What follows belongs to an exercise in optimizing a design on an open flow for small area, a short achievable clock period and few clock cycles; a production flow would make more cautious choices.
Power and IR drop assume default switching activity.

## oak
==> flow/design.v <==
`timescale 1 ns/1 ns
module Tresholding(Go, P_Addr, P_Data, B_Addr, I_RW, I_En, O_RW, O_En, Done, T_Out, Clk, Rst);
	input Go;
	input [7:0] P_Data;
	output reg [16:0] P_Addr, B_Addr;
	output [7:0] T_Out;
	output I_RW, O_RW;
	output reg I_En, O_En, Done;
	input Clk, Rst;
	localparam K  = 10;          
	localparam L  = K + 4;       
	localparam NS = 320 / K;     
	localparam RW = 4;             
	assign I_RW = 1'b0;
	assign O_RW = 1'b1;
	reg         busy;            
	reg         run;             
	reg [RW-1:0] r;              
	reg [7:0]   cc;              
	reg [5:0]   s;               
	wire start   = Go & (~busy | Done);
	wire r_last  = (r == L-1);
	wire s_last  = (s == NS-1);
	wire c_end   = s_last ? (cc == 8'd241) : (cc == 8'd239);
	wire f_last  = r_last & s_last & (cc == 8'd241);
	wire rd_ok   = run & (cc < 8'd240) & ~((s == 0) & (r < 2)) & ~(s_last & (r >= L-2));
	wire ov      = run & (r >= 4) & ((cc >= 8'd2) | (s != 0));
	wire [1:0] otype = ~ov ? 2'd0 : ~r_last ? 2'd1 :
	                   ((cc == 8'd1) | (cc == 8'd241)) ? 2'd3 : 2'd2;
	always @(posedge Clk) begin
		if (Rst) begin
			busy <= 1'b0;
			run  <= 1'b0;
		end else begin
			if (start) begin
				busy <= 1'b1;
				run  <= 1'b1;
			end else begin
				if (Done) busy <= 1'b0;
				if (f_last) run <= 1'b0;
			end
		end
	end
	always @(posedge Clk) begin
		if (start) begin
			r  <= 0;
			cc <= 0;
			s  <= 0;
		end else if (run) begin
			if (r_last) begin
				r <= 0;
				if (c_end) begin
					cc <= 0;
					s  <= s + 1'b1;
				end else
					cc <= cc + 1'b1;
			end else
				r <= r + 1'b1;
		end
	end
	reg p_r0, p_c0;                  
	always @(posedge Clk) begin
		if (start) begin
			p_r0 <= 1'b1;
			p_c0 <= 1'b1;
		end else if (run) begin
			p_r0 <= r_last;
			p_c0 <= r_last & c_end;
		end
	end
	always @(posedge Clk) begin
		if (start)
			P_Addr <= 17'd479;
		else if (~p_r0)
			P_Addr <= P_Addr + 17'd240;
		else if (~p_c0)
			P_Addr <= P_Addr - (17'd240*(L-1) - 17'd1);
		else
			P_Addr <= P_Addr - 17'd959;
	end
	reg       rv, rvd;
	reg [3:0] m1, m2, m3;            
	reg [1:0] ot1, ot2, ot3, ot4, ot5, ot6, ot7;
	always @(posedge Clk) begin
		if (Rst) begin
			I_En <= 1'b0;
			rv   <= 1'b0;
			rvd  <= 1'b0;
			ot1 <= 0; ot2 <= 0; ot3 <= 0; ot4 <= 0; ot5 <= 0; ot6 <= 0;
			O_En <= 1'b0;
			Done <= 1'b0;
		end else begin
			I_En <= rd_ok;
			rv   <= I_En;
			rvd  <= rv;
			ot1  <= otype;
			ot2  <= ot1;
			ot3  <= ot2;
			ot4  <= ot3;
			ot5  <= ot4;
			ot6  <= ot5;
			O_En <= (ot6 != 2'd0);
			Done <= (ot6 == 2'd3) & ~run;
		end
	end
	always @(posedge Clk) begin
		m1 <= {(cc == 8'd0) | (cc == 8'd1), (cc == 8'd1), (cc == 8'd2), (cc == 8'd2) | (cc == 8'd3)};
		m2 <= m1;
		m3 <= m2;
		ot7 <= ot6;
	end
	always @(posedge Clk) begin
		if (start)
			B_Addr <= 17'd0;
		else if (O_En) begin
			if (ot7 == 2'd1)
				B_Addr <= B_Addr + 17'd240;
			else if (ot7 == 2'd2)
				B_Addr <= B_Addr - (17'd240*(K-1) - 17'd1);
			else
				B_Addr <= B_Addr + 17'd1;
		end
	end
	localparam N = 4*L;
	reg [7:0] sr [0:N-1];
	reg [7:0] pd;                    
	wire [7:0] din = rvd ? pd : 8'd0;
	integer i;
	always @(posedge Clk) begin
		pd    <= P_Data;
		sr[0] <= din;
		for (i = 1; i < N; i = i + 1)
			sr[i] <= sr[i-1];
	end
	wire [7:0] x4 = m3[3] ? 8'd0 : din;
	wire [7:0] x3 = m3[2] ? 8'd0 : sr[L-1];
	wire [7:0] x2 = sr[2*L-1];
	wire [7:0] x1 = m3[1] ? 8'd0 : sr[3*L-1];
	wire [7:0] x0 = m3[0] ? 8'd0 : sr[4*L-1];
	reg [8:0]  a04, a13;
	reg [10:0] c7;
	always @(posedge Clk) begin
		a04 <= x0 + x4;
		a13 <= x1 + x3;
		c7  <= {x2, 3'b000} - x2;
	end
	wire [7:0] c2 = sr[2*L];         
	reg [12:0] G;
	reg [16:0] X3;
	always @(posedge Clk) begin
		G   <= a04 + {a13, 2'b00} + c7;
		X3  <= {~c2, 8'd0} + {~c2, 3'd0} - {a13, 1'b0} - 17'd2040;
	end
	wire [7:0] c3 = sr[2*L+1];       
	reg [12:0] H0;
	reg [14:0] H1;
	reg [16:0] H3;
	always @(posedge Clk) begin
		H0 <= G;
		H1 <= {G, 2'b00} - {c3, 1'b0};
		H3 <= {G, 3'b000} - G + X3;
	end
	reg [12:0] Q1;
	reg [14:0] Q2;
	reg [16:0] Q3, Q4;
	wire [17:0] acc = Q4 + H0;
	reg  t;
	always @(posedge Clk) begin
		Q1 <= H0;
		Q2 <= Q1 + H1;
		Q3 <= Q2 + H3;
		Q4 <= Q3 + H1;
		t  <= acc[17] | acc[16];
	end
	assign T_Out = {8{t}};
endmodule
Settings: LEC_CHECK=0, CAP_MARGIN=20, CORE_MARGIN=2, CORE_UTILIZATION=40, CTS_BUF_LIST=sky130_fd_sc_hd__clkbuf_8, SETUP_SLACK_MARGIN=5, SLEW_MARGIN=20; clock period 8.0 ns.
standard.sh (not shown) runs the stock make flow with config.mk's settings and CLKGATE_MAP_FILE= SYNTH_SCRIPT=/design/flow/synth_recipe.tcl, a recipe that flattens the netlist after the stock synthesis.
==> flow/flow/run.sh <==
#!/bin/bash
# The standard layout, with ORFS's timing repair aiming at a larger setup
# margin and a clock tree without dummy loads.
bash standard.sh SETUP_SLACK_MARGIN=5.4 "CTS_ARGS=-sink_clustering_enable -repair_clock_nets -dont_use_dummy_load -buf_list sky130_fd_sc_hd__clkbuf_8 -sink_clustering_size 16 -sink_clustering_max_diameter 80" finish > standard.log 2>&1
Setup changes, oak to birch
diff --git a/flow/design.v b/flow/design.v
--- a/flow/design.v
+++ b/flow/design.v
@@ -5,11 +5,11 @@
 	output reg [16:0] P_Addr, B_Addr;
 	output [7:0] T_Out;
 	output I_RW, O_RW;
 	output reg I_En, O_En, Done;
 	input Clk, Rst;
-	localparam K  = 10;          
+	localparam K  = 8;           
 	localparam L  = K + 4;       
 	localparam NS = 320 / K;     
 	localparam RW = 4;             
 	assign I_RW = 1'b0;
 	assign O_RW = 1'b1;
@@ -76,69 +76,63 @@
 		else if (~p_c0)
 			P_Addr <= P_Addr - (17'd240*(L-1) - 17'd1);
 		else
 			P_Addr <= P_Addr - 17'd959;
 	end
-	reg       rv, rvd;
-	reg [3:0] m1, m2, m3;            
-	reg [1:0] ot1, ot2, ot3, ot4, ot5, ot6, ot7;
+	reg       rv;
+	reg [3:0] m1, m2;                
+	reg [1:0] ot1, ot2, ot3, ot4, ot5, ot6;
 	always @(posedge Clk) begin
 		if (Rst) begin
 			I_En <= 1'b0;
 			rv   <= 1'b0;
-			rvd  <= 1'b0;
-			ot1 <= 0; ot2 <= 0; ot3 <= 0; ot4 <= 0; ot5 <= 0; ot6 <= 0;
+			ot1 <= 0; ot2 <= 0; ot3 <= 0; ot4 <= 0; ot5 <= 0;
 			O_En <= 1'b0;
 			Done <= 1'b0;
 		end else begin
 			I_En <= rd_ok;
 			rv   <= I_En;
-			rvd  <= rv;
 			ot1  <= otype;
 			ot2  <= ot1;
 			ot3  <= ot2;
 			ot4  <= ot3;
 			ot5  <= ot4;
-			ot6  <= ot5;
-			O_En <= (ot6 != 2'd0);
-			Done <= (ot6 == 2'd3) & ~run;
+			O_En <= (ot5 != 2'd0);
+			Done <= (ot5 == 2'd3) & ~run;
 		end
 	end
 	always @(posedge Clk) begin
 		m1 <= {(cc == 8'd0) | (cc == 8'd1), (cc == 8'd1), (cc == 8'd2), (cc == 8'd2) | (cc == 8'd3)};
 		m2 <= m1;
-		m3 <= m2;
-		ot7 <= ot6;
+		ot6 <= ot5;
 	end
 	always @(posedge Clk) begin
 		if (start)
 			B_Addr <= 17'd0;
 		else if (O_En) begin
-			if (ot7 == 2'd1)
+			if (ot6 == 2'd1)
 				B_Addr <= B_Addr + 17'd240;
-			else if (ot7 == 2'd2)
+			else if (ot6 == 2'd2)
 				B_Addr <= B_Addr - (17'd240*(K-1) - 17'd1);
 			else
 				B_Addr <= B_Addr + 17'd1;
 		end
 	end
 	localparam N = 4*L;
 	reg [7:0] sr [0:N-1];
-	reg [7:0] pd;                    
-	wire [7:0] din = rvd ? pd : 8'd0;
+	wire [7:0] din = rv ? P_Data : 8'd0;
 	integer i;
 	always @(posedge Clk) begin
-		pd    <= P_Data;
 		sr[0] <= din;
 		for (i = 1; i < N; i = i + 1)
 			sr[i] <= sr[i-1];
 	end
-	wire [7:0] x4 = m3[3] ? 8'd0 : din;
-	wire [7:0] x3 = m3[2] ? 8'd0 : sr[L-1];
+	wire [7:0] x4 = m2[3] ? 8'd0 : din;
+	wire [7:0] x3 = m2[2] ? 8'd0 : sr[L-1];
 	wire [7:0] x2 = sr[2*L-1];
-	wire [7:0] x1 = m3[1] ? 8'd0 : sr[3*L-1];
-	wire [7:0] x0 = m3[0] ? 8'd0 : sr[4*L-1];
+	wire [7:0] x1 = m2[1] ? 8'd0 : sr[3*L-1];
+	wire [7:0] x0 = m2[0] ? 8'd0 : sr[4*L-1];
 	reg [8:0]  a04, a13;
 	reg [10:0] c7;
 	always @(posedge Clk) begin
 		a04 <= x0 + x4;
 		a13 <= x1 + x3;
Findings:
Compared with oak, birch shows a lower synthesized instance count. birch drops more vias than oak. Against oak, total power in birch fell slightly. Comparing birch and oak, the lower area added between synthesis and finish was measured on oak. Sort birch and oak by relative area of non-clock buffer cells in the final design asc -> top: oak. In the metrics for birch and oak, the one carrying the lower fraction of the mapped netlist area in simple logic gates is oak. Proportion of cell area spent on the clock network: oak vs birch, no meaningful difference. Sequential power in birch vs oak: down about 8%. The final critical-path setup slack in birch sits 0.0033 ns above the value recorded for oak. Via-per-instance ratio: birch vs oak up about 6%. Timing startpoint of the critical path: G[0] -> oak, B_Addr[5] -> birch.
No run of this note included a check of the RTL's function; only the layout flow was run.

[separate check: timing with driven ports]
How much do the figures lean on ideal ports? The routed layouts below were timed once more, with nothing changed but the port constraints.
Step 1 sets driving cells, clkbuf_16 on the clock port and buf_2 on the other inputs (assumed; they add their load-dependent delay and slew).
Step 2 times the ports against the registers' clock, not the clock port: input delays grow and output delays shrink by t, the midpoint of the rising clock arrivals with the driver on.
Slacks: ideal ports / drivers / drivers and shift; pairs: ideal ports / drivers.
run | t, ns | setup slack, ns | clock arrival spread, ns
oak | 0.659 | 5.252 / 5.234 / 4.809 | 0.101 / 0.100
birch | 0.654 | 5.255 / 5.202 / 4.638 | 0.093 / 0.093
After both steps every run listed still meets setup and hold. The setup slack of birch, which loses most, moves by -0.053 ns with the drivers and by -0.617 ns with both steps.
